Source: an optimization exercise on an open RTL-to-GDS flow (aim: small area and a short achievable clock period). Production flows keep margins and buffers that such runs may drop. No run shown here included a check of the RTL's function; only the layout flow was run. Power and IR drop assume default switching activity.

==> flow/design.v <==
package FPU_pkg;
    parameter F_LENGHT=16;
    parameter F_SIGN=1;
    parameter F_MANT=7;
    parameter F_EXP= 8;
    parameter F_EXP_BIAS=(2 ** (F_EXP-1))-1;
    parameter EXP_MAX= (2**F_EXP)-1;
    parameter INF_E_F			=	15'b111111110000000;  
	parameter SNAN_E_F			=	15'b111111110111111;  
	parameter QNAN_E_F			=	15'b111111111000000;  
	parameter ZERO_E_F			=	15'b000000000000000;  
endpackage 
import FPU_pkg::*;
module lampFPU_FMA( clk,rst,
sign_op1_i,mant_op1_i,exp_op1_i,isZ_op1_i,isInf_op1_i, isSNAN_op1_i, isQNAN_op1_i,
sign_op2_i,mant_op2_i,exp_op2_i,isZ_op2_i,isInf_op2_i, isSNAN_op2_i, isQNAN_op2_i,
sign_op3_i,mant_op3_i,exp_op3_i,isInf_op3_i, isSNAN_op3_i, isQNAN_op3_i,
doFMU_i,is_mult_sub_i,is_add_sub_i,  
res_sign_o,res_mant_o, res_exp_o,
is_Overflow_o,is_Underflow_o,is_to_round_o,valid_o
);
input clk,rst;
input [F_SIGN-1:0]          sign_op1_i;
input [(F_MANT-1)+1:0]      mant_op1_i;  
input [(F_EXP-1)+1:0]       exp_op1_i;
input                       isZ_op1_i;
input						isInf_op1_i;
input						isSNAN_op1_i;
input						isQNAN_op1_i;
input [F_SIGN-1:0]          sign_op2_i;
input [(F_MANT-1)+1:0]      mant_op2_i;  
input [(F_EXP-1)+1:0]       exp_op2_i;
input                       isZ_op2_i;
input						isInf_op2_i;
input						isSNAN_op2_i;
input						isQNAN_op2_i;
input [F_SIGN-1:0]          sign_op3_i;
input [(F_MANT-1)+1:0]      mant_op3_i;  
input [(F_EXP+1)-1:0]       exp_op3_i;
input						isInf_op3_i;
input						isSNAN_op3_i;
input						isQNAN_op3_i;
input                       doFMU_i;
input                       is_mult_sub_i;
input                       is_add_sub_i;
output logic [F_SIGN-1:0]          res_sign_o;
output logic [5+(F_MANT-1):0]      res_mant_o;  
output logic [F_EXP-1:0]           res_exp_o;
output logic                       is_Overflow_o;
output logic                       is_Underflow_o;
output logic                       is_to_round_o;
output logic                       valid_o;
	function automatic logic[3:0] FUNC_calcInfNanRes (
				input isMultSub_i, input isOpSub_i,
				input isZero_op1_i, isInf_op1_i,  input isSNan_op1_i, input isQNan_op1_i,
				input isZero_op2_i, isInf_op2_i,  input isSNan_op2_i, input isQNan_op2_i,
				input sign_mult_i,input sign_op3_i,
				input isInf_op3_i, input isSNan_op3_i, input isQNan_op3_i
			);
		logic realMult_sign,realOp3_sign;
		logic isNan_op1;
		logic isNan_op2;
		logic isNan_op3;
		logic isValidRes, isInfRes, isNanRes, signRes;
		isNan_op1 = isSNan_op1_i || isQNan_op1_i;
		isNan_op2 = isSNan_op2_i || isQNan_op2_i;
		isNan_op3 = isSNan_op3_i || isQNan_op3_i;
		isNanRes = 0; isInfRes = 0; signRes = 0;
		realMult_sign   = sign_mult_i ^ isMultSub_i;
		realOp3_sign 	= sign_op3_i ^ isOpSub_i;
		isValidRes 		= (isZero_op1_i|| isZero_op2_i ||isInf_op1_i || isInf_op2_i ||isInf_op3_i|| isNan_op1 || isNan_op2||isNan_op3) ? 1 : 0;
		if (isNan_op1)
		begin  
			isInfRes = 0; isNanRes = 1; signRes = sign_mult_i;
		end
		else if (isNan_op2)
		begin
			isInfRes = 0; isNanRes = 1; signRes = sign_mult_i;
		end
		else if (isNan_op3)
		begin
			isInfRes = 0; isNanRes = 1; signRes = sign_op3_i;
		end
		else  
		begin
			case({isZero_op1_i,isZero_op2_i,isInf_op1_i,isInf_op2_i,realMult_sign,realOp3_sign,isInf_op3_i})
			     7'b00_00_00_0:begin isNanRes = 0; isInfRes = 0; signRes = 0;   end
			     7'b00_00_00_1:begin isNanRes = 0; isInfRes = 1; signRes = 0;   end
			     7'b00_00_01_0:begin isNanRes = 0; isInfRes = 0; signRes = 0;   end
			     7'b00_00_01_1:begin isNanRes = 0; isInfRes = 1; signRes = 1;   end
			     7'b00_00_10_0:begin isNanRes = 0; isInfRes = 0; signRes = 0;   end
			     7'b00_00_10_1:begin isNanRes = 0; isInfRes = 1; signRes = 1;   end
			     7'b00_00_11_0:begin isNanRes = 0; isInfRes = 0; signRes = 0;   end
			     7'b00_00_11_1:begin isNanRes = 0; isInfRes = 1; signRes = 0;   end
			     7'b00_01_00_0:begin isNanRes = 0; isInfRes = 1; signRes = 0;   end
			     7'b00_01_00_1:begin isNanRes = 0; isInfRes = 1; signRes = 0;   end
			     7'b00_01_01_0:begin isNanRes = 0; isInfRes = 1; signRes = 0;   end
			     7'b00_01_01_1:begin isNanRes = 1; isInfRes = 0; signRes = 1;   end
			     7'b00_01_10_0:begin isNanRes = 0; isInfRes = 1; signRes = 1;   end
			     7'b00_01_10_1:begin isNanRes = 1; isInfRes = 0; signRes = 1;   end
			     7'b00_01_11_0:begin isNanRes = 0; isInfRes = 1; signRes = 1;   end
			     7'b00_01_11_1:begin isNanRes = 0; isInfRes = 1; signRes = 1;   end
			     7'b00_10_00_0:begin isNanRes = 0; isInfRes = 1; signRes = 0;   end
			     7'b00_10_00_1:begin isNanRes = 0; isInfRes = 1; signRes = 0;   end
			     7'b00_10_01_0:begin isNanRes = 0; isInfRes = 1; signRes = 0;   end
			     7'b00_10_01_1:begin isNanRes = 1; isInfRes = 0; signRes = 1;   end
				 7'b00_10_10_0:begin isNanRes = 0; isInfRes = 1; signRes = 1;   end
			     7'b00_10_10_1:begin isNanRes = 1; isInfRes = 0; signRes = 1;   end
			     7'b00_10_11_0:begin isNanRes = 0; isInfRes = 1; signRes = 1;   end
			     7'b00_10_11_1:begin isNanRes = 0; isInfRes = 1; signRes = 1;   end
			     7'b00_11_00_0:begin isNanRes = 0; isInfRes = 1; signRes = 0;   end
			     7'b00_11_00_1:begin isNanRes = 0; isInfRes = 1; signRes = 0;   end
			     7'b00_11_01_0:begin isNanRes = 0; isInfRes = 1; signRes = 0;   end			     
			     7'b00_11_01_1:begin isNanRes = 1; isInfRes = 0; signRes = 1;   end
			     7'b00_11_10_0:begin isNanRes = 0; isInfRes = 1; signRes = 1;   end
			     7'b00_11_10_1:begin isNanRes = 1; isInfRes = 0; signRes = 1;   end
			     7'b00_11_11_0:begin isNanRes = 0; isInfRes = 1; signRes = 1;   end
			     7'b00_11_11_1:begin isNanRes = 0; isInfRes = 1; signRes = 1;   end
			     7'b01_00_00_0:begin isNanRes = 0; isInfRes = 0; signRes = 0;   end
			     7'b01_00_00_1:begin isNanRes = 0; isInfRes = 1; signRes = 0;   end
			     7'b01_00_01_0:begin isNanRes = 0; isInfRes = 0; signRes = 1;   end
			     7'b01_00_01_1:begin isNanRes = 0; isInfRes = 1; signRes = 1;   end
			     7'b01_00_10_0:begin isNanRes = 0; isInfRes = 0; signRes = 0;   end
			     7'b01_00_10_1:begin isNanRes = 0; isInfRes = 1; signRes = 0;   end
			     7'b01_00_11_0:begin isNanRes = 0; isInfRes = 0; signRes = 1;   end
			     7'b01_00_11_1:begin isNanRes = 0; isInfRes = 1; signRes = 1;   end
			     7'b01_01_00_0:begin isNanRes = 1; isInfRes = 0; signRes = 0;   end
			     7'b01_01_00_1:begin isNanRes = 1; isInfRes = 0; signRes = 0;   end
			     7'b01_01_01_0:begin isNanRes = 1; isInfRes = 0; signRes = 1;   end
			     7'b01_01_01_1:begin isNanRes = 0; isInfRes = 0; signRes = 1;   end
			     7'b01_01_10_0:begin isNanRes = 1; isInfRes = 0; signRes = 1;   end
			     7'b01_01_10_1:begin isNanRes = 1; isInfRes = 0; signRes = 0;   end
			     7'b01_01_11_1:begin isNanRes = 1; isInfRes = 0; signRes = 1;   end
			     7'b01_10_00_0:begin isNanRes = 1; isInfRes = 0; signRes = 0;   end
			     7'b01_10_00_1:begin isNanRes = 1; isInfRes = 0; signRes = 0;   end
			     7'b01_10_01_0:begin isNanRes = 1; isInfRes = 0; signRes = 1;   end
			     7'b01_10_01_1:begin isNanRes = 1; isInfRes = 0; signRes = 1;   end
			     7'b01_10_10_0:begin isNanRes = 1; isInfRes = 0; signRes = 1;   end
			     7'b01_10_10_1:begin isNanRes = 1; isInfRes = 0; signRes = 1;   end
			     7'b01_10_11_0:begin isNanRes = 1; isInfRes = 0; signRes = 1;   end
			     7'b01_10_11_1:begin isNanRes = 1; isInfRes = 0; signRes = 1;   end
			     7'b01_11_00_0:begin isNanRes = 1; isInfRes = 0; signRes = 0;   end
			     7'b01_11_00_1:begin isNanRes = 1; isInfRes = 0; signRes = 0;   end
			     7'b01_11_01_0:begin isNanRes = 1; isInfRes = 0; signRes = 1;   end
			     7'b01_11_01_1:begin isNanRes = 1; isInfRes = 0; signRes = 1;   end
			     7'b01_11_10_0:begin isNanRes = 1; isInfRes = 0; signRes = 1;   end
			     7'b01_11_10_1:begin isNanRes = 1; isInfRes = 0; signRes = 1;   end
			     7'b01_11_11_1:begin isNanRes = 1; isInfRes = 0; signRes = 1;   end
			     7'b10_00_00_0:begin isNanRes = 0; isInfRes = 0; signRes = 0;   end
			     7'b10_00_00_1:begin isNanRes = 0; isInfRes = 1; signRes = 0;   end
			     7'b10_00_01_0:begin isNanRes = 0; isInfRes = 0; signRes = 1;   end
			     7'b10_00_01_1:begin isNanRes = 0; isInfRes = 1; signRes = 1;   end
			     7'b10_00_10_0:begin isNanRes = 0; isInfRes = 0; signRes = 0;   end
			     7'b10_00_10_1:begin isNanRes = 0; isInfRes = 1; signRes = 0;   end
			     7'b10_00_11_0:begin isNanRes = 0; isInfRes = 0; signRes = 1;   end
			     7'b10_00_11_1:begin isNanRes = 0; isInfRes = 1; signRes = 1;   end
			     7'b10_01_00_0:begin isNanRes = 1; isInfRes = 0; signRes = 0;   end
			     7'b10_01_00_1:begin isNanRes = 1; isInfRes = 0; signRes = 0;   end
			     7'b10_01_01_0:begin isNanRes = 1; isInfRes = 0; signRes = 1;   end
			     7'b10_01_01_1:begin isNanRes = 1; isInfRes = 0; signRes = 1;   end
			     7'b10_01_10_0:begin isNanRes = 1; isInfRes = 0; signRes = 1;   end
			     7'b10_01_10_1:begin isNanRes = 1; isInfRes = 0; signRes = 1;   end
			     7'b10_01_11_0:begin isNanRes = 1; isInfRes = 0; signRes = 1;   end
			     7'b10_01_11_1:begin isNanRes = 1; isInfRes = 0; signRes = 1;   end
			     7'b10_10_00_0:begin isNanRes = 1; isInfRes = 0; signRes = 0;   end
			     7'b10_10_00_1:begin isNanRes = 1; isInfRes = 0; signRes = 0;   end
			     7'b10_10_01_0:begin isNanRes = 1; isInfRes = 0; signRes = 1;   end
			     7'b10_10_01_1:begin isNanRes = 1; isInfRes = 0; signRes = 1;   end
			     7'b10_10_10_0:begin isNanRes = 1; isInfRes = 0; signRes = 1;   end
			     7'b10_10_10_1:begin isNanRes = 1; isInfRes = 0; signRes = 1;   end
			     7'b10_10_11_0:begin isNanRes = 1; isInfRes = 0; signRes = 1;   end
			     7'b10_10_11_1:begin isNanRes = 1; isInfRes = 0; signRes = 1;   end
			     7'b10_11_00_0:begin isNanRes = 1; isInfRes = 0; signRes = 0;   end
			     7'b10_11_00_1:begin isNanRes = 1; isInfRes = 0; signRes = 0;   end
			     7'b10_11_01_0:begin isNanRes = 1; isInfRes = 0; signRes = 1;   end
			     7'b10_11_01_1:begin isNanRes = 1; isInfRes = 0; signRes = 1;   end
			     7'b10_11_10_0:begin isNanRes = 1; isInfRes = 0; signRes = 1;   end
			     7'b10_11_10_1:begin isNanRes = 1; isInfRes = 0; signRes = 1;   end
			     7'b10_11_11_0:begin isNanRes = 1; isInfRes = 0; signRes = 1;   end
			     7'b10_11_11_1:begin isNanRes = 1; isInfRes = 0; signRes = 1;   end
			     7'b11_00_00_0:begin isNanRes = 0; isInfRes = 0; signRes = 0;   end
			     7'b11_00_00_1:begin isNanRes = 0; isInfRes = 1; signRes = 0;   end
			     7'b11_00_01_0:begin isNanRes = 0; isInfRes = 0; signRes = 1;   end
			     7'b11_00_01_1:begin isNanRes = 0; isInfRes = 1; signRes = 1;   end
			     7'b11_00_10_0:begin isNanRes = 0; isInfRes = 0; signRes = 0;   end
			     7'b11_00_10_1:begin isNanRes = 0; isInfRes = 1; signRes = 0;   end
			     7'b11_00_11_0:begin isNanRes = 0; isInfRes = 0; signRes = 1;   end
			     7'b11_00_11_1:begin isNanRes = 0; isInfRes = 1; signRes = 1;   end
			     7'b11_01_00_0:begin isNanRes = 1; isInfRes = 0; signRes = 0;   end
			     7'b11_01_00_1:begin isNanRes = 1; isInfRes = 0; signRes = 0;   end
			     7'b11_01_01_0:begin isNanRes = 1; isInfRes = 0; signRes = 1;   end
			     7'b11_01_01_1:begin isNanRes = 1; isInfRes = 0; signRes = 1;   end
			     7'b11_01_10_0:begin isNanRes = 1; isInfRes = 0; signRes = 1;   end
			     7'b11_01_10_1:begin isNanRes = 1; isInfRes = 0; signRes = 1;   end
			     7'b11_01_11_0:begin isNanRes = 1; isInfRes = 0; signRes = 1;   end
			     7'b11_01_11_1:begin isNanRes = 1; isInfRes = 0; signRes = 1;   end
			     7'b11_10_00_0:begin isNanRes = 1; isInfRes = 0; signRes = 0;   end
			     7'b11_10_00_1:begin isNanRes = 1; isInfRes = 0; signRes = 0;   end
			     7'b11_10_01_0:begin isNanRes = 1; isInfRes = 0; signRes = 1;   end
			     7'b11_10_01_1:begin isNanRes = 1; isInfRes = 0; signRes = 1;   end
			     7'b11_10_10_0:begin isNanRes = 1; isInfRes = 0; signRes = 1;   end
			     7'b11_10_10_1:begin isNanRes = 1; isInfRes = 0; signRes = 1;   end
			     7'b11_10_11_1:begin isNanRes = 1; isInfRes = 0; signRes = 1;   end
			     7'b11_11_00_0:begin isNanRes = 1; isInfRes = 0; signRes = 0;   end
			     7'b11_11_00_1:begin isNanRes = 1; isInfRes = 0; signRes = 0;   end
			     7'b11_11_01_0:begin isNanRes = 1; isInfRes = 0; signRes = 1;   end
			     7'b11_11_01_1:begin isNanRes = 1; isInfRes = 0; signRes = 1;   end
			     7'b11_11_10_0:begin isNanRes = 1; isInfRes = 0; signRes = 1;   end
			     7'b11_11_10_1:begin isNanRes = 1; isInfRes = 0; signRes = 1;   end
			     7'b11_11_11_0:begin isNanRes = 1; isInfRes = 0; signRes = 1;   end
			     7'b11_11_11_1:begin isNanRes = 1; isInfRes = 0; signRes = 1;   end
			endcase
		end
		FUNC_calcInfNanRes = {isValidRes, isInfRes, isNanRes, signRes};
	endfunction    
logic [15:0] prod;
logic [8:0]  exp_prod;
logic signed [10:0] align;       
logic        op3_only;           
logic        exp_gt, exp_eq;
logic        mult_gt;            
logic        mult_sign, do_sub;
logic [23:0] op3_al;
logic [8:0]  exp_pre;
logic        sign_pre;
logic        chk_valid, chk_inf, chk_nan, chk_sign, chk_spec;
logic [15:0] prod_r;             
logic [23:0] op3_r;              
logic        inv_prod_r, sub_r;
logic [7:0]  exp_r;
logic        sign_r, force_ff_r, nan_r, ovf_r, noround_r, valid_r;
always_comb begin
    mult_sign = sign_op1_i ^ sign_op2_i;
    prod      = mant_op1_i * mant_op2_i;
    exp_prod  = exp_op1_i + exp_op2_i - 9'd127;
    align     = $signed({2'b0, exp_prod}) - $signed({2'b0, exp_op3_i}) + 11'sd9;
    op3_only  = align < 0;
    exp_gt    = align > 9;
    exp_eq    = align == 9;
    mult_gt   = exp_gt | (exp_eq & (prod[14:7] > mant_op3_i));
    if (op3_only)
        op3_al = {9'b0, mant_op3_i, 7'b0};
    else if (align > 23)
        op3_al = '0;
    else
        op3_al = {mant_op3_i, 16'b0} >> align[4:0];
    do_sub    = sign_op1_i ^ sign_op2_i ^ sign_op3_i ^ is_mult_sub_i ^ is_add_sub_i;
    exp_pre   = op3_only ? exp_op3_i : exp_prod;
    sign_pre  = mult_gt ? (mult_sign ^ is_mult_sub_i) : (sign_op3_i ^ is_add_sub_i);
    {chk_valid, chk_inf, chk_nan, chk_sign} = FUNC_calcInfNanRes(
        is_mult_sub_i, is_add_sub_i,
        isZ_op1_i, isInf_op1_i, isSNAN_op1_i, isQNAN_op1_i,
        isZ_op2_i, isInf_op2_i, isSNAN_op2_i, isQNAN_op2_i,
        mult_sign, sign_op3_i,
        isInf_op3_i, isSNAN_op3_i, isQNAN_op3_i);
    chk_spec  = chk_inf | chk_nan;
end
always_ff @(posedge clk) begin
    if (rst) begin
        prod_r     <= '0;
        op3_r      <= '0;
        inv_prod_r <= 1'b0;
        sub_r      <= 1'b0;
        exp_r      <= '0;
        sign_r     <= 1'b0;
        force_ff_r <= 1'b0;
        nan_r      <= 1'b0;
        ovf_r      <= 1'b0;
        noround_r  <= 1'b0;
        valid_r    <= 1'b0;
    end else begin
        prod_r     <= op3_only ? 16'b0 : (prod ^ {16{do_sub & ~mult_gt}});
        op3_r      <= op3_al ^ {24{do_sub & mult_gt & ~op3_only}};
        inv_prod_r <= do_sub & ~mult_gt & ~op3_only;
        sub_r      <= do_sub & ~op3_only;
        exp_r      <= exp_pre[7:0];
        sign_r     <= chk_spec ? chk_sign : sign_pre;
        force_ff_r <= chk_spec | exp_pre[8];
        nan_r      <= chk_nan & ~chk_inf;
        ovf_r      <= ~chk_spec & exp_pre[8];
        noround_r  <= chk_spec | chk_valid;
        valid_r    <= doFMU_i;
    end
end
logic [24:0] sum;
logic [31:0] n0, n1, n2, n3, n4, n5;
logic [4:0]  lz;
logic        sum_zero;
logic signed [9:0] exp_adj;
logic        unf;
logic [11:0] mant_n;
logic [7:0]  exp_n;
always_comb begin
    sum = {1'b0, {8{inv_prod_r}}, prod_r} + {1'b0, op3_r} + {24'b0, sub_r};
    n0 = {sum[23:0], 8'b0};
    lz[4] = ~|n0[31:16]; n1 = lz[4] ? {n0[15:0], 16'b0} : n0;
    lz[3] = ~|n1[31:24]; n2 = lz[3] ? {n1[23:0], 8'b0}  : n1;
    lz[2] = ~|n2[31:28]; n3 = lz[2] ? {n2[27:0], 4'b0}  : n2;
    lz[1] = ~|n3[31:30]; n4 = lz[1] ? {n3[29:0], 2'b0}  : n3;
    lz[0] = ~n4[31];     n5 = lz[0] ? {n4[30:0], 1'b0}  : n4;
    sum_zero = ~n5[31];
    exp_adj  = sum_zero ? $signed({2'b0, exp_r}) : $signed({2'b0, exp_r}) + 10'sd9 - $signed({5'b0, lz});
    unf      = exp_adj < 0;
    mant_n   = {sum[24] & (lz == 5'd0), n5[31:22], |n5[21:17]};
    exp_n    = unf ? 8'b0 : exp_adj[7:0];
end
always_ff @(posedge clk) begin
    if (rst) begin
        res_sign_o     <= 1'b0;
        res_mant_o     <= '0;
        res_exp_o      <= '0;
        is_Overflow_o  <= 1'b0;
        is_Underflow_o <= 1'b0;
        is_to_round_o  <= 1'b0;
        valid_o        <= 1'b0;
    end else begin
        res_sign_o     <= sign_r;
        res_mant_o     <= force_ff_r ? {nan_r, 11'b0} : mant_n;
        res_exp_o      <= force_ff_r ? 8'hff : exp_n;
        is_Overflow_o  <= ovf_r;
        is_Underflow_o <= ~force_ff_r & unf;
        is_to_round_o  <= ~noround_r;
        valid_o        <= valid_r;
    end
end
endmodule
==> flow/run.sh <==
#!/bin/bash
# synth_recipe.tcl (not shown) runs the flow's synth.tcl, then flattens the netlist and writes it again
# the make line also repeats each setting of config.mk as NAME=value (left out here)
make -C /OpenROAD-flow-scripts/flow DESIGN_CONFIG=/design/flow/config.mk WORK_HOME=/design/flow/orfs CLKGATE_MAP_FILE= SYNTH_SCRIPT=/design/flow/synth_recipe.tcl finish
==> flow/config.mk <==
export PLATFORM = sky130hd
export DESIGN_NAME = lampFPU_FMA
export DESIGN_NICKNAME = lampFPU_FMA
export VERILOG_FILES = /design/flow/design.v
export SDC_FILE = /design/flow/constraint.sdc
export NUM_CORES = 4
export LEC_CHECK = 0
export CAP_MARGIN = 20
export CORE_MARGIN = 2
export CORE_UTILIZATION = 40
export SLEW_MARGIN = 20
==> flow/constraint.sdc <==
create_clock -name core_clock -period 10.0 [get_ports {clk}]
set_input_delay 2.0000 -clock core_clock [delete_from_list [all_inputs] [get_ports {clk}]]
set_output_delay 2.0000 -clock core_clock [all_outputs]
set_load 0.01 [all_outputs]
==> results.sh, run 1 <==
export IMPL_drcViolationCount=0
export IMPL_wl_mm=23.00
export IMPL_worstReg2RegEnd="res_exp_o[0]$_SDFF_PP0_"
export IMPL_reg2reg_depth=25
export IMPL_finalCriticalPeriod_ps=8585
export IMPL_htree_levels=3
export IMPL_drt_vias_per_instance=5.300
export IMPL_worstPathArrival_ps=8790
export IMPL_ys_ff_latch=81
export IMPL_pre_cts_slack_ps=1056
export IMPL_ys_flop_type="dfxtp_1"
export IMPL_cap_violations=0
export IMPL_hpwl_mm=19.09
export IMPL_post_cts_buffers=0
export IMPL_synth_cells=1175
export IMPL_relSlewSlack_pct=35.10
export IMPL_clock_path_buffers=2
export IMPL_grt_setup_unrepaired="false"
export IMPL_die_w_um=157.5
export IMPL_worst_setup_path_start_kind="input port"
export IMPL_worstSetupPathType="in2reg"
export IMPL_chipHeight_um=157.5
export IMPL_yosysTopAreaCell="dfxtp_1"
export IMPL_grtUsageTotal_pct=18.83
export IMPL_routedWlPerCell_um=14.68
export IMPL_synthMostInstantiatedCell="ha_1"
export IMPL_grt_first_pass_wirelength_mm=37.98
export IMPL_synth_distinct_cells=96
export IMPL_holdCritPathClass="reg2reg"
export IMPL_row_count=56
export IMPL_placed_cell_area_um2=10590
export IMPL_status="no timing/DRC/antenna violations"
export IMPL_antenna_found_initial=0
export IMPL_numCtsBuffers=9
export IMPL_holdPathStages=1
export IMPL_worst_pin_slew_ps=970.8
export IMPL_whs_endpoint="is_to_round_o$_SDFF_PP0_"
export IMPL_nFillCells=2344
export IMPL_postLayoutCoreUtil_pct=46.70
export IMPL_leakage_nw=4.821
export IMPL_ios=95
export IMPL_grt_pass1_vias=7756
export IMPL_synth_avg_cell_area_um2=8.024
export IMPL_cts_repair_resized=0
export IMPL_yosysTopAreaCellShare_pct=17.20
export IMPL_drt_initial_drc_count=478
export IMPL_ys_warn_count=1
export IMPL_rr_startpoint="prod_r[0]$_SDFF_PP0_"
export IMPL_setup_viol=0
export IMPL_core_area_um2=23330
export IMPL_clock_latency_ps=350
export IMPL_firstDrtPassIters=6
export IMPL_setup_slack_ps=1415
export IMPL_start_util_pct=40.41
export IMPL_cts_tree="done"
export IMPL_area_growth_pct=15.57
export IMPL_diodes=0
export IMPL_drive_above_1_share_pct=5.449
export IMPL_skew_ps=9.031
export IMPL_min_delay_start="noround_r$_SDFF_PP0_"
export IMPL_hold_violations=0
export IMPL_cts_root_buffer="clkbuf_16"
export IMPL_cts_hold_fix_buffers=0
export IMPL_path_max_fanout=17
export IMPL_synthTopCellsByArea="dfxtp_1, ha_1, fa_1, a21oi_1, inv_1"
export IMPL_clkSlewWorstSetupHoldPaths_ps=60
export IMPL_fin_crit_sh_pct=85.85
export IMPL_vias=8305
export IMPL_io_buffers=94
export IMPL_synthArstFlopShare_pct=0
export IMPL_drv_slew=0
export IMPL_synth_edf_count=0
export IMPL_final_antenna_net_count=0
export IMPL_max_freq_ghz=0.1165
export IMPL_globalplace_congestion=0.9201
export IMPL_end_kind="flip-flop"
export IMPL_yosys_top_cells_count="ha_1, inv_1, nand2_1"
export IMPL_p_per_area_nw_per_um2=298.6
export IMPL_cp_required_ps=10200
export IMPL_yosysSeqAreaShare_pct=17.20
export IMPL_max_vdd_ir_drop_mv=0.1695
export IMPL_syn_area_um2=9428
export IMPL_layout_nets=1463
export IMPL_ff2ff_setup_slack_ps=2860
export IMPL_cts_sinks=81
export IMPL_grt_start_max_net_pins=57
export IMPL_final_area_um2=10900
export IMPL_syn_nets=1395
export IMPL_die_area_um2=24810
export IMPL_grt_overflow=0
export IMPL_setup_tns_ps=0
cell type report:
class                           instances  area [um2]  share of cell area, %
Clock buffer                           10       229.0                  2.102
Clock inverter                          6       67.56                 0.6201
Inverter                              110       415.4                  3.813
Multi-Input combinational cell        941        7182                  65.92
Sequential cell                        81        1622                  14.88
Tap cell                              319       399.1                  3.663
Timing Repair Buffer                  100       980.9                  9.003
cell usage in the layout (no fill, tap or decap), types with 4 or more instances in the layout:
master and count:
a211oi_1 14, a21o_1 17, a21oi_1 87, a221oi_1 9, a31o_2 4, a31oi_1 19
and2_1 35, and3_1 14, buf_4 6, clkbuf_16 9, clkdlybuf4s50_1 93, dfxtp_1 81
fa_1 41, ha_1 109, inv_1 108, mux2_2 8, mux2i_1 21, nand2_1 106
nand2b_1 7, nand3_1 20, nand3b_1 6, nand4_1 6, nor2_1 91, nor2b_1 15
nor3_1 32, nor4_1 7, o2111ai_1 6, o211ai_1 6, o21a_1 4, o21ai_0 56
o21ai_1 8, o21bai_1 11, o22ai_1 8, o31ai_1 4, or3_1 8, xnor2_1 43
xor2_1 39
logic make-up (layout without fill, tap and decap cells):
logic type	Yosys count	after routing	synth area share [%]
flip-flops	81	81	17.20
buffers and inverters	153	226	6.742
adder cells (fa/ha/maj)	150	150	23.17
AO/OA/AOI/OAI	299	299	21.30
XOR/XNOR	84	84	7.883
AND/OR/NAND/NOR	378	378	20.40
multiplexers	30	30	3.305
worst max-delay path, stage by stage:
cell	delay (ps)
clkdlybuf4s50_1	560
and2_1	260
fa_1	430
fa_1	540
inv_1	50
fa_1	460
fa_1	540
inv_1	40
ha_1	310
o21ai_0	90
nand2b_1	110
a21oi_1	190
o21ai_0	160
a21o_1	210
a21oi_1	210
o21bai_1	90
a21oi_1	210
xnor2_1	210
ha_1	310
a21o_1	160
a21oi_1	130
o21ai_0	100
o2111ai_1	200
nand3_1	770
xnor2_1	410
nor2_1	70
how the worst max path moves through the flow:
stage	end	slack (ps)	cells past startpoint	start
CTS	prod_r[0]$_SDFF_PP0_	1400	26	mant_op2_i[3]
finish	prod_r[0]$_SDFF_PP0_	1410	26	mant_op2_i[3]
detailed placement	prod_r[0]$_SDFF_PP0_	1060	26	mant_op2_i[3]
floorplan	prod_r[14]$_SDFF_PP0_	2490	24	mant_op2_i[7]
global placement	prod_r[5]$_SDFF_PP0_	1240	26	mant_op1_i[1]
global route	prod_r[0]$_SDFF_PP0_	930	26	mant_op2_i[3]
power breakdown:
part / internal (W) / switching, W / leakage [nW] / total, W
sequential: 0.000406 / 0.0000344 / 0.668 / 0.000440
combinational: 0.00103 / 0.00145 / 4.01 / 0.00248
clock: 0.000194 / 0.000135 / 0.139 / 0.000329
total: 0.00163 / 0.00162 / 4.82 / 0.00325
through the flow:
stage	power (W)	hold slack, ps	std cells
floorplan	0.002426	362.7	1175
global placement	0.002901	374.3	1551
detailed placement	0.002914	371.8	1551
CTS	0.003263	381.6	1567
global route	0.003588	396.4	1567
finish	0.003253	377.3	1567
flip-flops by register name, indices dropped and copies added, names as in the netlist:
register        cells
res_sign_o          1
force_ff_r          1
nan_r               1
is_Overflow_o       1
sub_r               1
valid_o             1
noround_r           1
valid_r             1
op3_r              24
res_exp_o           8
res_mant_o         12
sign_r              1
is_to_round_o       1
prod_r             16
ovf_r               1
inv_prod_r          1
is_Underflow_o      1
exp_r               8
metal layers:
layer / global-route usage, % / vias up / wire length, um
met4: 4.502 / 0 / 299
met2: 30.07 / 160 / 10430
met1: 26.74 / 3854 / 11470
met5: 0 / - / 0
li1: - / 4265 / -
met3: 2.698 / 26 / 802
==> run 2, diff against run 1 <==
--- a/flow/config.mk
+++ b/flow/config.mk
@@ -10,2 +10,3 @@
 export CORE_UTILIZATION = 40
+export SETUP_SLACK_MARGIN = 3
 export SLEW_MARGIN = 20
==> run 2 against run 1 <==
Compared with the run above:
- register-to-register slack improved by 580 ps
- setup slack better by 1500 ps
- critical endpoint is now op3_r[13]$_SDFF_PP0_
- final cell count up 2.1%
- wire length increased by 7.8%
- core utilization is 3.5 points higher
- critical path type unchanged
==> results.sh, run 2 <==
export IMPL_status="no timing/DRC/antenna violations"
export IMPL_holdCritPathClass="reg2reg"
export IMPL_largest_registers="op3_r: 24 flops, prod_r: 16 flops, res_mant_o: 12 flops"
export IMPL_vias=8587
export IMPL_htree_levels=3
export IMPL_routedWlPerCell_um=15.50
export IMPL_synth_cells=1175
export IMPL_worstPathArrival_ps=7330
export IMPL_clkSlewWorstSetupHoldPaths_ps=60
export IMPL_area_growth_pct=24.27
export IMPL_clock_latency_ps=350
export IMPL_nFillCells=2258
export IMPL_drcViolationCount=0
export IMPL_yosysSeqAreaShare_pct=17.20
export IMPL_setup_slack_ps=2876
export IMPL_cts_tree="done"
export IMPL_ys_flop_type="dfxtp_1"
export IMPL_die_w_um=157.5
export IMPL_finalCriticalPeriod_ps=7124
export IMPL_cap_violations=0
export IMPL_critPathMaxStageDelay_ps=530
export IMPL_wl_met1_mm=11.69
export IMPL_final_common_cell="ha_1"
export IMPL_crit_start="mant_op1_i[3]"
export IMPL_ff_latch_area_um2=1622
export IMPL_diodes=0
export IMPL_layout_nets=1496
export IMPL_synth_avg_cell_area_um2=8.024
export IMPL_globalplace_congestion=0.9310
export IMPL_synthTopCellsByArea="dfxtp_1, ha_1, fa_1, a21oi_1, inv_1"
export IMPL_syn_area_um2=9428
export IMPL_row_count=56
export IMPL_clock_path_buffers=2
export IMPL_io_buffers=94
export IMPL_synthMostInstantiatedCell="ha_1"
export IMPL_final_antenna_net_count=0
export IMPL_rr_startpoint="prod_r[0]$_SDFF_PP0_"
export IMPL_cts_root_buffer="clkbuf_16"
export IMPL_grt_first_pass_wirelength_mm=39.63
export IMPL_grt_pass1_vias=8092
export IMPL_cts_sinks=81
export IMPL_grt_setup_unrepaired="true"
export IMPL_crit_family="adder cells"
export IMPL_hold_violations=0
export IMPL_fin_crit_sh_pct=71.24
export IMPL_end_kind="flip-flop"
export IMPL_grtUsageTotal_pct=19.80
export IMPL_yosys_top_cells_count="ha_1, inv_1, nand2_1"
export IMPL_pre_cts_slack_ps=1901
export IMPL_wl_met2_mm=11.70
export IMPL_postLayoutCoreUtil_pct=50.21
export IMPL_max_freq_ghz=0.1404
export IMPL_path_max_fanout=7
export IMPL_core_area_um2=23330
export IMPL_setup_tns_ps=0
export IMPL_firstDrtPassIters=6
export IMPL_relSlewSlack_pct=33.36
export IMPL_ys_ff_latch=81
export IMPL_worst_setup_path_start_kind="input port"
export IMPL_critPathBufInv=7
export IMPL_worst_pin_slew_ps=992.5
export IMPL_cp_required_ps=10210
export IMPL_synthArstFlopShare_pct=0
export IMPL_start_util_pct=40.41
export IMPL_whs_ps=376.2
export IMPL_ys_warn_count=1
export IMPL_numCtsBuffers=9
export IMPL_drt_vias_per_instance=5.367
export IMPL_yosysTopAreaCell="dfxtp_1"
export IMPL_regMostFlops="op3_r"
export IMPL_leakage_nw=5.174
export IMPL_max_vdd_ir_drop_mv=0.1390
export IMPL_worstSetupPathType="in2reg"
export IMPL_top_layer_used="met4"
export IMPL_grt_start_max_net_pins=57
export IMPL_ff2ff_setup_slack_ps=3440
export IMPL_wl_met3_um=859
export IMPL_chipHeight_um=157.5
export IMPL_syn_nets=1395
export IMPL_drv_slew=0
export IMPL_cts_hold_fix_buffers=0
export IMPL_multi_input_area_um2=7577
export IMPL_p_per_area_nw_per_um2=314.0
export IMPL_antenna_found_initial=0
export IMPL_die_area_um2=24810
export IMPL_slowest_stage="fa_1"
export IMPL_ios=95
export IMPL_worstReg2RegEnd="res_exp_o[0]$_SDFF_PP0_"
export IMPL_drive_above_1_share_pct=13.97
export IMPL_setup_viol=0
export IMPL_skew_ps=10.19
export IMPL_yosysTopAreaCellShare_pct=17.20
export IMPL_crit_path_end="op3_r[13]$_SDFF_PP0_"
export IMPL_total_power_w=0.003679
export IMPL_synth_distinct_cells=96
export IMPL_final_cell_mix="ha_1, inv_1, nand2_1, nor2_1, dfxtp_1"
export IMPL_hpwl_mm=19.25
export IMPL_reg2reg_depth=25
export IMPL_largest_register_ffs=24
export IMPL_wl_mm=24.80
export IMPL_critical_path_depth=29
export IMPL_drt_initial_drc_count=566
export IMPL_synth_edf_count=0
export IMPL_grt_overflow=0
[run 2: cells by family after synthesis]
family / Yosys count / share of synthesized area, %
AOI/OAI and AO/OA: 299 / 21.30
xor gates and xnor gates: 84 / 7.883
adders and majority gates: 150 / 23.17
buffers and inverters: 153 / 6.742
DFF: 81 / 17.20
muxes: 30 / 3.305
and+or+nand+nor: 378 / 20.40
[run 2: report_power, final]
part           switching (W)  internal (W)  leakage, nW  total [W]
logic                0.00163       0.00123         4.34    0.00286
registers          0.0000349      0.000406        0.668   0.000441
clock network       0.000132      0.000245        0.167   0.000377
total                0.00179       0.00188         5.17    0.00368
[run 2: through the flow]
stage / area, um2 / std cells
2_1_floorplan: 9595 / 1175
3_3_place_gp: 10690 / 1549
3_5_place_dp: 10690 / 1549
4_1_cts: 11310 / 1581
5_1_grt: 11720 / 1600
6_report: 11720 / 1600
[run 2: final cells by class]
type | instances | share of cell area [%]
Inverter | 110 | 3.546
Clock inverter | 6 | 0.9932
Clock buffer | 10 | 1.954
Multi-Input combinational cell | 942 | 64.67
Tap cell | 319 | 3.407
Sequential cell | 81 | 13.84
Timing Repair Buffer | 132 | 11.59
[run 2: timing repair]
action / in CTS / in global routing
endpoints found under the hold margin: 0 / 0
endpoints found under the setup margin: 42 / 51
pin swaps: 29 / 22
gates resized for setup: 102 / 43
setup buffers: 13 / 16
gates cloned: 3 / 3
[run 2: per-layer routing]
| layer | vias up | track usage, % |
|---|---|---|
| met3 | 41 | 2.093 |
| met2 | 191 | 32.17 |
| met1 | 4021 | 27.34 |
| li1 | 4334 | - |
| met5 | - | 0 |
| met4 | 0 | 6.797 |
[run 2: worst min-delay path by stage]
stage | startpoint | to | slack [ps] | cells past startpoint
after floorplan | noround_r$_SDFF_PP0_ | is_to_round_o$_SDFF_PP0_ | 360 | 1
after global placement | noround_r$_SDFF_PP0_ | is_to_round_o$_SDFF_PP0_ | 370 | 1
after detailed placement | noround_r$_SDFF_PP0_ | is_to_round_o$_SDFF_PP0_ | 370 | 1
after CTS | noround_r$_SDFF_PP0_ | is_to_round_o$_SDFF_PP0_ | 370 | 1
after global routing | noround_r$_SDFF_PP0_ | is_to_round_o$_SDFF_PP0_ | 380 | 1
final | noround_r$_SDFF_PP0_ | is_to_round_o$_SDFF_PP0_ | 380 | 1
==> run 3, diff against run 2 <==
--- a/flow/design.v
+++ b/flow/design.v
@@ -226,5 +226,3 @@
 logic        chk_valid, chk_inf, chk_nan, chk_sign, chk_spec;
-logic [15:0] prod_r;             
-logic [23:0] op3_r;              
-logic        inv_prod_r, sub_r;
+logic [24:0] sum, sum_r;         
 logic [7:0]  exp_r;
@@ -256,2 +254,4 @@
     chk_spec  = chk_inf | chk_nan;
+    sum = {1'b0, {8{do_sub & ~mult_gt & ~op3_only}}, op3_only ? 16'b0 : (prod ^ {16{do_sub & ~mult_gt}})}
+        + {1'b0, op3_al ^ {24{do_sub & mult_gt & ~op3_only}}} + {24'b0, do_sub & ~op3_only};
 end
@@ -259,6 +259,3 @@
     if (rst) begin
-        prod_r     <= '0;
-        op3_r      <= '0;
-        inv_prod_r <= 1'b0;
-        sub_r      <= 1'b0;
+        sum_r      <= '0;
         exp_r      <= '0;
@@ -271,6 +268,3 @@
     end else begin
-        prod_r     <= op3_only ? 16'b0 : (prod ^ {16{do_sub & ~mult_gt}});
-        op3_r      <= op3_al ^ {24{do_sub & mult_gt & ~op3_only}};
-        inv_prod_r <= do_sub & ~mult_gt & ~op3_only;
-        sub_r      <= do_sub & ~op3_only;
+        sum_r      <= sum;
         exp_r      <= exp_pre[7:0];
@@ -284,3 +278,2 @@
 end
-logic [24:0] sum;
 logic [31:0] n0, n1, n2, n3, n4, n5;
@@ -293,4 +286,3 @@
 always_comb begin
-    sum = {1'b0, {8{inv_prod_r}}, prod_r} + {1'b0, op3_r} + {24'b0, sub_r};
-    n0 = {sum[23:0], 8'b0};
+    n0 = {sum_r[23:0], 8'b0};
     lz[4] = ~|n0[31:16]; n1 = lz[4] ? {n0[15:0], 16'b0} : n0;
@@ -303,3 +295,3 @@
     unf      = exp_adj < 0;
-    mant_n   = {sum[24] & (lz == 5'd0), n5[31:22], |n5[21:17]};
+    mant_n   = {sum_r[24] & (lz == 5'd0), n5[31:22], |n5[21:17]};
     exp_n    = unf ? 8'b0 : exp_adj[7:0];
--- a/flow/config.mk
+++ b/flow/config.mk
@@ -10,3 +10,2 @@
 export CORE_UTILIZATION = 40
-export SETUP_SLACK_MARGIN = 3
 export SLEW_MARGIN = 20
==> run 3 against run 2 <==
Compared with the run above:
- still clean
- non-clock buffer count is 65 higher
- area after synthesis fell by 5.5%
- core utilization is 1.3 points higher
- clock skew is 6.2 ps lower
- via count down 0.92%
- sequential power shrank 13%
- clock power down 17%
- clock-buffer cell count rose by 1
- setup slack got worse by 2600 ps
- largest cell class unchanged
==> results.sh, run 3 <==
export IMPL_antenna_found_initial=0
export IMPL_grtUsageTotal_pct=20.00
export IMPL_finalCriticalPeriod_ps=9726
export IMPL_start_util_pct=40.83
export IMPL_grt_overflow=0
export IMPL_rr_startpoint="sum_r[16]$_SDFF_PP0_"
export IMPL_p_per_area_nw_per_um2=304.8
export IMPL_synthMostInstantiatedCell="ha_1"
export IMPL_cts_sinks=64
export IMPL_setup_slack_ps=274.1
export IMPL_cts_tree="done"
export IMPL_hpwl_mm=19.70
export IMPL_die_area_um2=23490
export IMPL_largest_register_ffs=25
export IMPL_syn_area_um2=8911
export IMPL_synth_distinct_cells=77
export IMPL_min_delay_start="noround_r$_SDFF_PP0_"
export IMPL_row_count=54
export IMPL_synth_adder_area_share_pct=24.66
export IMPL_drcViolationCount=0
export IMPL_worstReg2RegEnd="res_exp_o[1]$_SDFF_PP0_"
export IMPL_ys_flop_type="dfxtp_1"
export IMPL_max_vdd_ir_drop_mv=0.1415
export IMPL_synthArstFlopShare_pct=0
export IMPL_slowest_stage="fa_1"
export IMPL_synth_avg_cell_area_um2=7.722
export IMPL_yosys_area_share_simple_pct=23.01
export IMPL_clock_path_buffers=2
export IMPL_synth_edf_count=0
export IMPL_chipHeight_um=153.3
export IMPL_final_cell_mix="ha_1, inv_1, buf_4, nand2_1, nor2_1"
export IMPL_worst_setup_path_start_kind="input port"
export IMPL_numCtsBuffers=9
export IMPL_clock_latency_ps=330
export IMPL_yosys_top_cells_count="ha_1, inv_1, nor2_1"
export IMPL_yosysTopAreaCellShare_pct=15.45
export IMPL_relSlewSlack_pct=43.01
export IMPL_reg2reg_depth=21
export IMPL_crit_start="mant_op1_i[1]"
export IMPL_core_area_um2=21820
export IMPL_grt_pass1_vias=7932
export IMPL_crit_top_cell="fa_1"
export IMPL_synth_xor_area_share_pct=6.880
export IMPL_end_kind="flip-flop"
export IMPL_postLayoutCoreUtil_pct=51.50
export IMPL_max_freq_ghz=0.1028
export IMPL_firstDrtPassIters=5
export IMPL_leakage_nw=5.172
export IMPL_vias=8508
export IMPL_skew_ps=3.999
export IMPL_drive_above_1_share_pct=13.29
export IMPL_diodes=0
export IMPL_htree_levels=3
export IMPL_clkSlewWorstSetupHoldPaths_ps=50
export IMPL_synth_top_family_by_area="adder cells"
export IMPL_synthTopCellsByArea="ha_1, dfxtp_1, fa_1, xnor2_1, a21oi_1"
export IMPL_die_w_um=153.3
export IMPL_final_common_cell="ha_1"
export IMPL_ff2ff_setup_slack_ps=4600
export IMPL_cp_required_ps=10200
export IMPL_holdCritPathClass="reg2reg"
export IMPL_pre_cts_slack_ps=-342.9
export IMPL_drt_vias_per_instance=5.304
export IMPL_grt_start_max_net_pins=60
export IMPL_io_buffers=94
export IMPL_regMostFlops="sum_r"
export IMPL_critPathBufInv=6
export IMPL_critPathMaxStageDelay_ps=550
export IMPL_fin_crit_sh_pct=97.26
export IMPL_globalplace_congestion=0.8993
export IMPL_largest_registers="sum_r: 25 flops, res_mant_o: 12 flops"
export IMPL_worst_pin_slew_ps=852.0
export IMPL_ys_ff_latch=64
export IMPL_layout_nets=1540
export IMPL_drv_slew=0
export IMPL_yosysTopAreaCell="ha_1"
export IMPL_setup_viol=0
export IMPL_status="no timing/DRC/antenna violations"
export IMPL_synth_compound_area_share_pct=21.93
export IMPL_whs_endpoint="is_to_round_o$_SDFF_PP0_"
export IMPL_grt_first_pass_wirelength_mm=39.30
export IMPL_ys_warn_count=1
export IMPL_yosysSeqAreaShare_pct=14.38
export IMPL_drt_initial_drc_count=476
export IMPL_worstSetupPathType="in2reg"
export IMPL_worstPathArrival_ps=9920
export IMPL_holdPathStages=1
export IMPL_crit_family="adder cells"
export IMPL_syn_nets=1375
export IMPL_cap_violations=0
export IMPL_path_max_fanout=7
export IMPL_final_antenna_net_count=0
export IMPL_routedWlPerCell_um=14.85
export IMPL_ios=95
export IMPL_synth_cells=1154
export IMPL_hold_violations=0
export IMPL_cts_root_buffer="clkbuf_16"
export IMPL_synth_mux_area_share_pct=2.471
export IMPL_wl_mm=23.82
export IMPL_area_growth_pct=26.13
export IMPL_setup_tns_ps=0
## run 3: changes by cell type after synthesis, moves of 8 or more
cell      change
nor2b_1       +8
o21ai_0      +14
and3_1        -8
xor2_1       -17
a21oi_1       -8
or3_1        +14
a221oi_1      -8
and2_1       +20
dfxtp_1      -17
a31oi_1      -14
nand2_1      -18
o21bai_1      -8
## run 3: repair_timing
item	4_1_cts	5_1_grt
endpoints found under the hold margin	0	0
buffers inserted	0	11
hold buffers	0	0
pin swaps	0	23
resized for setup	2	49
cloned	0	1
setup endpoints to repair	2	15
## run 3: logic make-up after synthesis
group	count (synthesis)
DFF	64
AOI/OAI and AO/OA	301
and+or+nand+nor	397
muxes	21
adders and majority gates	151
buffers and inverters	150
xor gates and xnor gates	70
## run 3: cell type report
cell class	instances	area, um2
Tap cell	280	350.3
Sequential cell	64	1281
Multi-Input combinational cell	940	7168
Inverter	107	401.6
Fill cell	2134	10580
Timing Repair Buffer	197	1730
Clock buffer	11	252.7
Clock inverter	5	55.05
## run 3: power breakdown
group          switching (W)  internal [W]  leakage [nW]
Sequential         0.0000539      0.000332         0.529
Clock               0.000108      0.000205         0.148
Combinational        0.00149       0.00123          4.50
## run 3: stage by stage
step | cell area (um2) | instances | power, W | hold slack [ps]
global placement | 10690 | 1576 | 0.002983 | 370.2
CTS | 11010 | 1592 | 0.003334 | 372.8
finish | 11240 | 1604 | 0.003426 | 372.4
global route | 11240 | 1604 | 0.003769 | 382.7
floorplan | 8911 | 1154 | 0.002223 | 362.7
detailed placement | 10690 | 1576 | 0.002998 | 365.3
## run 3: layer usage
layer	GRT usage (%)	vias up	share of wire (%)
met1	29.13	3911	50
met4	6.305	0	2.2
met5	0	-	0
li1	-	4405	-
met2	31.19	164	44
met3	1.815	28	3.3
## run 3: worst max-delay path by stage
stage | to | slack (ps) | cells after the start
2_1_floorplan | sum_r[22]$_SDFF_PP0_ | 390 | 36
3_5_place_dp | sum_r[23]$_SDFF_PP0_ | -340 | 37
3_3_place_gp | sum_r[23]$_SDFF_PP0_ | -220 | 37
4_1_cts | sum_r[23]$_SDFF_PP0_ | 40 | 37
5_1_grt | sum_r[23]$_SDFF_PP0_ | -60 | 37
6_report | sum_r[23]$_SDFF_PP0_ | 270 | 37
## run 3: worst reg2reg max path, delay by kind of cell (launching register included)
family                   cells  cell delay [ps]
buffers and inverters        4              620
AO/OA/AOI/OAI                7             1880
flip-flops                   1              340
AND/OR/NAND/NOR              7             1910
adder cells (fa/ha/maj)      3              520
==> run 4, diff against run 3 <==
--- a/flow/design.v
+++ b/flow/design.v
@@ -219,4 +219,2 @@
 logic        op3_only;           
-logic        exp_gt, exp_eq;
-logic        mult_gt;            
 logic        mult_sign, do_sub;
@@ -224,7 +222,11 @@
 logic [8:0]  exp_pre;
-logic        sign_pre;
 logic        chk_valid, chk_inf, chk_nan, chk_sign, chk_spec;
-logic [24:0] sum, sum_r;         
+logic [15:0] prod_r;             
+logic [23:0] op3_r;              
+logic        sub_r;              
+logic        exp_gt_r;           
+logic        exp_eq_r;           
 logic [7:0]  exp_r;
-logic        sign_r, force_ff_r, nan_r, ovf_r, noround_r, valid_r;
+logic        sign_gt_r, sign_le_r;   
+logic        force_ff_r, nan_r, ovf_r, noround_r, valid_r;
 always_comb begin
@@ -235,5 +237,2 @@
     op3_only  = align < 0;
-    exp_gt    = align > 9;
-    exp_eq    = align == 9;
-    mult_gt   = exp_gt | (exp_eq & (prod[14:7] > mant_op3_i));
     if (op3_only)
@@ -246,3 +245,2 @@
     exp_pre   = op3_only ? exp_op3_i : exp_prod;
-    sign_pre  = mult_gt ? (mult_sign ^ is_mult_sub_i) : (sign_op3_i ^ is_add_sub_i);
     {chk_valid, chk_inf, chk_nan, chk_sign} = FUNC_calcInfNanRes(
@@ -254,4 +252,2 @@
     chk_spec  = chk_inf | chk_nan;
-    sum = {1'b0, {8{do_sub & ~mult_gt & ~op3_only}}, op3_only ? 16'b0 : (prod ^ {16{do_sub & ~mult_gt}})}
-        + {1'b0, op3_al ^ {24{do_sub & mult_gt & ~op3_only}}} + {24'b0, do_sub & ~op3_only};
 end
@@ -259,5 +255,10 @@
     if (rst) begin
-        sum_r      <= '0;
+        prod_r     <= '0;
+        op3_r      <= '0;
+        sub_r      <= 1'b0;
+        exp_gt_r   <= 1'b0;
+        exp_eq_r   <= 1'b0;
         exp_r      <= '0;
-        sign_r     <= 1'b0;
+        sign_gt_r  <= 1'b0;
+        sign_le_r  <= 1'b0;
         force_ff_r <= 1'b0;
@@ -268,5 +269,10 @@
     end else begin
-        sum_r      <= sum;
+        prod_r     <= op3_only ? 16'b0 : prod;
+        op3_r      <= op3_al ^ {24{do_sub & ~op3_only}};
+        sub_r      <= do_sub & ~op3_only;
+        exp_gt_r   <= align > 9;
+        exp_eq_r   <= align == 9;
         exp_r      <= exp_pre[7:0];
-        sign_r     <= chk_spec ? chk_sign : sign_pre;
+        sign_gt_r  <= chk_spec ? chk_sign : (mult_sign ^ is_mult_sub_i);
+        sign_le_r  <= chk_spec ? chk_sign : (sign_op3_i ^ is_add_sub_i);
         force_ff_r <= chk_spec | exp_pre[8];
@@ -278,2 +284,4 @@
 end
+logic        mult_gt;
+logic [24:0] add_a, add_b, add_p, add_g, grp_g, grp_p, carry, sum;
 logic [31:0] n0, n1, n2, n3, n4, n5;
@@ -286,3 +294,20 @@
 always_comb begin
-    n0 = {sum_r[23:0], 8'b0};
+    mult_gt = exp_gt_r | (exp_eq_r & (prod_r[14:7] > (op3_r[14:7] ^ {8{sub_r}})));
+    add_a = {9'b0, prod_r};
+    add_b = {sub_r, op3_r};
+    add_p = add_a ^ add_b;
+    add_g = add_a & add_b;
+    grp_g = add_g;
+    grp_p = add_p;
+    for (int l = 0; l < 5; l++)
+        for (int i = 0; i < 25; i++)
+            if ((i >> l) & 1) begin
+                grp_g[i] = grp_g[i] | (grp_p[i] & grp_g[((i >> l) << l) - 1]);
+                grp_p[i] = grp_p[i] & grp_p[((i >> l) << l) - 1];
+            end
+    carry[0] = sub_r & mult_gt;
+    for (int i = 1; i < 25; i++)
+        carry[i] = grp_g[i-1] | (sub_r & mult_gt & grp_p[i-1]);
+    sum = add_p ^ carry ^ {sub_r & mult_gt, {24{sub_r & ~mult_gt}}};
+    n0 = {sum[23:0], 8'b0};
     lz[4] = ~|n0[31:16]; n1 = lz[4] ? {n0[15:0], 16'b0} : n0;
@@ -295,3 +320,3 @@
     unf      = exp_adj < 0;
-    mant_n   = {sum_r[24] & (lz == 5'd0), n5[31:22], |n5[21:17]};
+    mant_n   = {sum[24] & (lz == 5'd0), n5[31:22], |n5[21:17]};
     exp_n    = unf ? 8'b0 : exp_adj[7:0];
@@ -308,3 +333,3 @@
     end else begin
-        res_sign_o     <= sign_r;
+        res_sign_o     <= mult_gt ? sign_gt_r : sign_le_r;
         res_mant_o     <= force_ff_r ? {nan_r, 11'b0} : mant_n;
==> run 4 against run 3 <==
Compared with the run above:
- still clean
- wire length is 4.7% higher
- non-clock buffer count is 95 lower
- cell area down 1.7%
- area after synthesis up 6.9%
- critical path type is now reg2reg
- largest power group unchanged
- highest routed layer unchanged
==> results.sh, run 4 <==
export IMPL_hpwl_mm=20.12
export IMPL_switching_share_pct=51.58
export IMPL_postLayoutCoreUtil_pct=47.21
export IMPL_min_delay_start="noround_r$_SDFF_PP0_"
export IMPL_die_w_um=158.3
export IMPL_drive_above_1_share_pct=3.950
export IMPL_crit_start="sub_r$_SDFF_PP0_"
export IMPL_post_cts_buffers=0
export IMPL_yosysTopAreaCellShare_pct=17.44
export IMPL_whs_ps=376.3
export IMPL_layout_nets=1498
export IMPL_power_switching_w=0.001678
export IMPL_pwr_share_seq_pct=14.5
export IMPL_path_max_fanout=23
export IMPL_power_internal_w=0.001575
export IMPL_rr_startpoint="sub_r$_SDFF_PP0_"
export IMPL_synth_distinct_cells=78
export IMPL_yosys_top_cells_count="inv_1, a21oi_1, ha_1"
export IMPL_io_buffers=94
export IMPL_max_freq_ghz=0.1149
export IMPL_globalplace_congestion=0.9202
export IMPL_start_util_pct=40.70
export IMPL_cp_required_ps=10220
export IMPL_dpl_cell_count=1593
export IMPL_firstDrtPassIters=5
export IMPL_largest_registers="op3_r: 24 flops, prod_r: 16 flops, res_mant_o: 12 flops"
export IMPL_die_area_um2=25060
export IMPL_ys_warn_count=1
export IMPL_clkSlewWorstSetupHoldPaths_ps=70
export IMPL_cts_sinks=83
export IMPL_synthTopCellsByArea="dfxtp_1, ha_1, fa_1, xnor2_1, a21oi_1"
export IMPL_row_count=56
export IMPL_critPathMaxStageDelay_ps=730
export IMPL_worst_setup_path_start_kind="flip-flop"
export IMPL_syn_area_um2=9525
export IMPL_setup_tns_ps=0
export IMPL_max_vdd_ir_drop_mv=0.1306
export IMPL_cts_tree="done"
export IMPL_antenna_found_initial=0
export IMPL_synth_edf_count=0
export IMPL_drcViolationCount=0
export IMPL_ys_flop_type="dfxtp_1"
export IMPL_total_power_w=0.003253
export IMPL_synth_xor_area_share_pct=9.182
export IMPL_power_share_clock_pct=10.6
export IMPL_drv_slew=0
export IMPL_end_kind="flip-flop"
export IMPL_grt_start_max_net_pins=50
export IMPL_synthArstFlopShare_pct=0
export IMPL_cts_hold_fix_buffers=0
export IMPL_yosysTopAreaCell="dfxtp_1"
export IMPL_cts_repair_resized=0
export IMPL_relSlewSlack_pct=35.44
export IMPL_grt_overflow=0
export IMPL_worstSetupPathType="reg2reg"
export IMPL_wl_mm=24.94
export IMPL_finalCriticalPeriod_ps=8707
export IMPL_synth_avg_cell_area_um2=7.808
export IMPL_grtUsageTotal_pct=20.41
export IMPL_skew_ps=12.53
export IMPL_comb_power_share_pct=74.9
export IMPL_chipHeight_um=158.3
export IMPL_ios=95
export IMPL_core_area_um2=23400
export IMPL_synth_top_family_by_area="compound AO/OA/AOI/OAI gates"
export IMPL_area_growth_pct=15.99
export IMPL_final_common_cell="inv_1"
export IMPL_regMostFlops="op3_r"
export IMPL_synth_compound_area_share_pct=22.21
export IMPL_clock_path_buffers=2
export IMPL_holdCritPathClass="reg2reg"
export IMPL_ys_ff_latch=83
export IMPL_cap_violations=0
export IMPL_htree_levels=3
export IMPL_p_per_area_nw_per_um2=294.4
export IMPL_clock_latency_ps=350
export IMPL_slowest_stage="nor4_1"
export IMPL_synth_cells=1220
export IMPL_synth_adder_area_share_pct=21.80
export IMPL_numCtsBuffers=9
export IMPL_cts_root_buffer="clkbuf_16"
export IMPL_synth_mux_area_share_pct=2.561
export IMPL_grt_setup_unrepaired="false"
export IMPL_setup_viol=0
export IMPL_fin_crit_sh_pct=87.07
export IMPL_worstPathArrival_ps=8930
export IMPL_vias=8733
export IMPL_fin_cells=1610
export IMPL_largest_register_ffs=24
export IMPL_drt_vias_per_instance=5.424
export IMPL_syn_nets=1432
export IMPL_leakage_nw=4.768
export IMPL_worst_pin_slew_ps=966.0
export IMPL_hold_violations=0
export IMPL_final_cell_mix="inv_1, a21oi_1, ha_1, nand2_1, nor2_1"
export IMPL_yosys_area_share_simple_pct=20.03
export IMPL_diodes=0
export IMPL_drt_initial_drc_count=659
export IMPL_grt_pass1_vias=8118
export IMPL_routedWlPerCell_um=15.49
export IMPL_yosysSeqAreaShare_pct=17.44
export IMPL_grt_first_pass_wirelength_mm=41.14
export IMPL_final_antenna_net_count=0
export IMPL_synthMostInstantiatedCell="inv_1"
export IMPL_status="no timing/DRC/antenna violations"
-- run 4: path summary, 6_finish.rpt --
kind	slack, ps	depth (start not counted)	to
worst max-delay path	1290	28	res_exp_o[3]$_SDFF_PP0_
worst min-delay path	380	1	is_to_round_o$_SDFF_PP0_
worst max register to register	1290	28	res_exp_o[3]$_SDFF_PP0_
worst min register to register	380	1	is_to_round_o$_SDFF_PP0_
-- run 4: metal layers --
metal | up-vias | GRT usage, % | share of wire (%)
li1 | 4412 | - | -
met1 | 4060 | 28.77 | 48
met5 | - | 0 | 0
met4 | 0 | 5.663 | 2.1
met3 | 36 | 2.559 | 4.1
met2 | 225 | 32.90 | 45
-- run 4: power by group through the flow --
| stage | sequential [W] | combinational, W | clock, W |
|---|---|---|---|
| after floorplan | 0.000469 | 0.00182 | 0 |
| after global placement | 0.000479 | 0.00241 | 0 |
| after detailed placement | 0.000478 | 0.00240 | 0 |
| after CTS | 0.000472 | 0.00241 | 0.000355 |
| after global routing | 0.000482 | 0.00271 | 0.000369 |
| final | 0.000471 | 0.00244 | 0.000345 |
-- run 4: final cells by class --
cell class              instances  area (um2)
multi-input cells             968        7219
flip-flops and latches         83        1662
clock inverters                 5       61.31
repair buffers                102       996.0
well taps                     319       399.1
fillers                      2403       12350
inverters                     122       457.9
clock buffers                  11       252.7
-- run 4: critical path: cells and delay by family (launching register included) --
kind | cells | cell delay (ps)
fa+ha+maj | 4 | 1200
buf+inv | 1 | 270
compound gates | 10 | 2360
flops | 1 | 680
xor+xnor | 3 | 980
simple gates | 10 | 3080
-- run 4: kinds of logic after synthesis --
logic type	count (synthesis)
xor+xnor	99
mux	20
buf+inv	169
simple gates	387
fa+ha+maj	142
flops	83
compound gates	320
-- run 4: per-stage QoR --
stage | setup slack [ps] | cell area (um2)
after detailed placement | 1541 | 10730
final | 1293 | 11050
after floorplan | 3252 | 9525
after global routing | 749.6 | 11050
after CTS | 1531 | 11040
after global placement | 1764 | 10730
==> run 5, diff against run 4 <==
--- a/flow/config.mk
+++ b/flow/config.mk
@@ -10,2 +10,3 @@
 export CORE_UTILIZATION = 40
+export SETUP_SLACK_MARGIN = 3
 export SLEW_MARGIN = 20
==> run 5 against run 4 <==
Compared with the run above:
- first-iteration DRC count decreased by 4.9%
- non-clock buffer count increased by 18
- flip-flop and latch count unchanged
- clock power about the same
- cell area increased by 3.3%
- still clean
- largest cell class unchanged
- combinational power is 7% higher
- highest routed layer unchanged
- die area did not move
- setup slack better by 2000 ps
- global-route usage grew 0.12 points
- sequential share of layout area down 0.45 points
- core utilization rose by 1.6 points
==> results.sh, run 5 <==
export IMPL_numCtsBuffers=9
export IMPL_pre_cts_slack_ps=1541
export IMPL_final_antenna_net_count=0
export IMPL_final_cell_mix="inv_1, ha_1, a21oi_1, nand2_1, nor2_1"
export IMPL_setup_slack_ps=3307
export IMPL_skew_ps=12.12
export IMPL_final_area_um2=11420
export IMPL_ys_ff_latch=83
export IMPL_max_freq_ghz=0.1494
export IMPL_worstSetupPathType="reg2reg"
export IMPL_grt_setup_unrepaired="false"
export IMPL_firstDrtPassIters=5
export IMPL_yosysTopAreaCellShare_pct=17.44
export IMPL_cap_violations=0
export IMPL_drv_slew=0
export IMPL_worstPathArrival_ps=6910
export IMPL_synth_mux_area_share_pct=2.561
export IMPL_grtUsageTotal_pct=20.54
export IMPL_yosysSeqAreaShare_pct=17.44
export IMPL_drt_vias_per_instance=5.429
export IMPL_core_area_um2=23400
export IMPL_cts_hold_fix_buffers=0
export IMPL_drt_initial_drc_count=627
export IMPL_crit_top_cell="ha_1"
export IMPL_die_w_um=158.3
export IMPL_synthTopCellsByArea="dfxtp_1, ha_1, fa_1, xnor2_1, a21oi_1"
export IMPL_leakage_nw=4.993
export IMPL_area_growth_pct=19.85
export IMPL_largest_registers="op3_r: 24 flops, prod_r: 16 flops, res_mant_o: 12 flops"
export IMPL_end_kind="flip-flop"
export IMPL_largest_register_ffs=24
export IMPL_clock_path_buffers=2
export IMPL_worst_pin_slew_ps=901.5
export IMPL_start_util_pct=40.70
export IMPL_final_common_cell="inv_1"
export IMPL_clock_latency_ps=350
export IMPL_cp_required_ps=10220
export IMPL_wl_mm=25.56
export IMPL_grt_overflow=0
export IMPL_relSlewSlack_pct=39.90
export IMPL_total_power_w=0.003416
export IMPL_synth_distinct_cells=78
export IMPL_slowest_stage="or4_4"
export IMPL_synth_cells=1220
export IMPL_antenna_found_initial=0
export IMPL_worst_setup_path_start_kind="flip-flop"
export IMPL_grt_start_max_net_pins=50
export IMPL_syn_area_um2=9525
export IMPL_synth_adder_area_share_pct=21.80
export IMPL_cts_sinks=83
export IMPL_syn_nets=1432
export IMPL_synthMostInstantiatedCell="inv_1"
export IMPL_cts_tree="done"
export IMPL_diodes=0
export IMPL_synth_edf_count=0
export IMPL_yosys_area_share_simple_pct=20.03
export IMPL_synth_compound_area_share_pct=22.21
export IMPL_synth_xor_area_share_pct=9.182
export IMPL_clkSlewWorstSetupHoldPaths_ps=70
export IMPL_grt_first_pass_wirelength_mm=41.37
export IMPL_regMostFlops="op3_r"
export IMPL_max_vdd_ir_drop_mv=0.1367
export IMPL_die_area_um2=25060
export IMPL_vias=8844
export IMPL_row_count=56
export IMPL_yosysTopAreaCell="dfxtp_1"
export IMPL_fin_crit_sh_pct=66.93
export IMPL_synth_top_family_by_area="compound AO/OA/AOI/OAI gates"
export IMPL_synth_avg_cell_area_um2=7.808
export IMPL_status="no timing/DRC/antenna violations"
export IMPL_p_per_area_nw_per_um2=299.2
export IMPL_placed_cell_area_um2=10730
export IMPL_drcViolationCount=0
export IMPL_layout_nets=1517
export IMPL_drive_above_1_share_pct=7.176
export IMPL_cts_root_buffer="clkbuf_16"
export IMPL_path_max_fanout=19
export IMPL_setup_tns_ps=0
export IMPL_chipHeight_um=158.3
export IMPL_yosys_top_cells_count="inv_1, a21oi_1, ha_1"
export IMPL_finalCriticalPeriod_ps=6693
export IMPL_globalplace_congestion=0.9202
export IMPL_grt_pass1_vias=8179
export IMPL_routedWlPerCell_um=15.69
export IMPL_ys_warn_count=1
export IMPL_htree_levels=3
export IMPL_setup_viol=0
export IMPL_holdCritPathClass="reg2reg"
export IMPL_critPathMaxStageDelay_ps=630
export IMPL_io_buffers=94
export IMPL_hold_violations=0
export IMPL_ios=95
export IMPL_hpwl_mm=20.12
export IMPL_ys_flop_type="dfxtp_1"
export IMPL_synthArstFlopShare_pct=0
==> run 5: report_power, final <==
group | leakage (nW) | switching, W | total, W | internal, W
combinational | 4.15 | 0.00156 | 0.00260 | 0.00104
clock | 0.156 | 0.000138 | 0.000346 | 0.000208
sequential | 0.686 | 0.0000541 | 0.000471 | 0.000417
total | 4.99 | 0.00175 | 0.00342 | 0.00166
==> run 5: per-layer routing <==
metal,vias to the layer above,global-route usage (%),share of wire [%]
li1,4460,-,-
met1,4107,28.74,48
met2,241,33.35,46
met3,36,2.885,4.1
met4,0,5.191,2.0
met5,-,0,0
==> run 5: layout make-up <==
class	count	area, um2
fillers	2369	11990
multi-input cells	969	7407
flip-flops and latches	83	1665
repair buffers	120	1166
inverters	122	464.2
well taps	319	399.1
clock buffers	11	252.7
clock inverters	5	61.31
==> run 5: metrics by stage <==
step	util [%]	hold WS (ps)	instances
after detailed placement	45.84	368.3	1593
after floorplan	-	362.7	1220
after CTS	47.67	378.2	1614
after global routing	48.78	402.5	1629
final	48.78	376.3	1629
after global placement	45.84	369.2	1593
==> run 5: what timing repair did <==
item / 4_1_cts / 5_1_grt
gates resized for setup: 18 / 29
endpoints found under the setup margin: 9 / 10
pin swaps: 3 / 8
buffers inserted: 5 / 13
cloned: 0 / 1
==> run 5: path summary, 6_finish.rpt <==
kind,start,depth (start not counted),endpoint,slack (ps)
min reg2reg,noround_r$_SDFF_PP0_,1,is_to_round_o$_SDFF_PP0_,380
max,sub_r$_SDFF_PP0_,28,res_exp_o[3]$_SDFF_PP0_,3310
max reg2reg,sub_r$_SDFF_PP0_,28,res_exp_o[3]$_SDFF_PP0_,3310
min,noround_r$_SDFF_PP0_,1,is_to_round_o$_SDFF_PP0_,380
==> run 5: logic make-up (layout without fill, tap and decap cells) <==
kind of cell / Yosys count / after routing
compound gates: 320 / 320
xor+xnor: 99 / 99
fa+ha+maj: 142 / 142
flops: 83 / 83
simple gates: 387 / 388
buf+inv: 169 / 258
mux: 20 / 20
==> run 5: worst max-delay path: cells and delay by family, from the launching register on <==
kind / cells / cell delay [ps]
AO/OA/AOI/OAI: 12 / 2610
XOR/XNOR: 3 / 650
adder cells (fa/ha/maj): 4 / 1090
buffers and inverters: 1 / 120
flip-flops: 1 / 390
AND/OR/NAND/NOR: 8 / 1680

==> separate check: timing with driven ports <==
The flow's constraints put no driver on any port. The routed layouts listed below were extracted and timed again, unchanged, in two steps.
Step 1 sets driving cells, clkbuf_16 on the clock port and buf_2 on the other inputs (assumed; they add their load-dependent delay and slew).
Step 2, shift: input delay + t, output delay - t, t = (earliest + latest rising clock arrival at the registers) / 2. This alone moves slack from input paths to output paths.
a / b / c = ideal / step 1 / step 2; a / b = the first two.
run	t, ns	setup slack, ns	hold WS [ns]	cell pins on the clock port's net
run 1	0.389	1.415 / 1.437 / 1.049	0.377 / 0.377 / 0.377	1
run 2	0.391	2.876 / 2.884 / 2.493	0.376 / 0.376 / 0.376	1
run 3	0.365	0.274 / 0.285 / -0.080	0.372 / 0.372 / 0.372	1
run 4	0.393	1.293 / 1.293 / 1.293	0.376 / 0.376 / 0.376	1
run 5	0.393	3.307 / 3.307 / 3.023	0.376 / 0.376 / 0.376	1
Met with ideal ports but missed after step 2: setup timing in run 3. The setup slack of run 2, which loses most, moves by +0.008 ns with the drivers and by -0.383 ns with both steps.
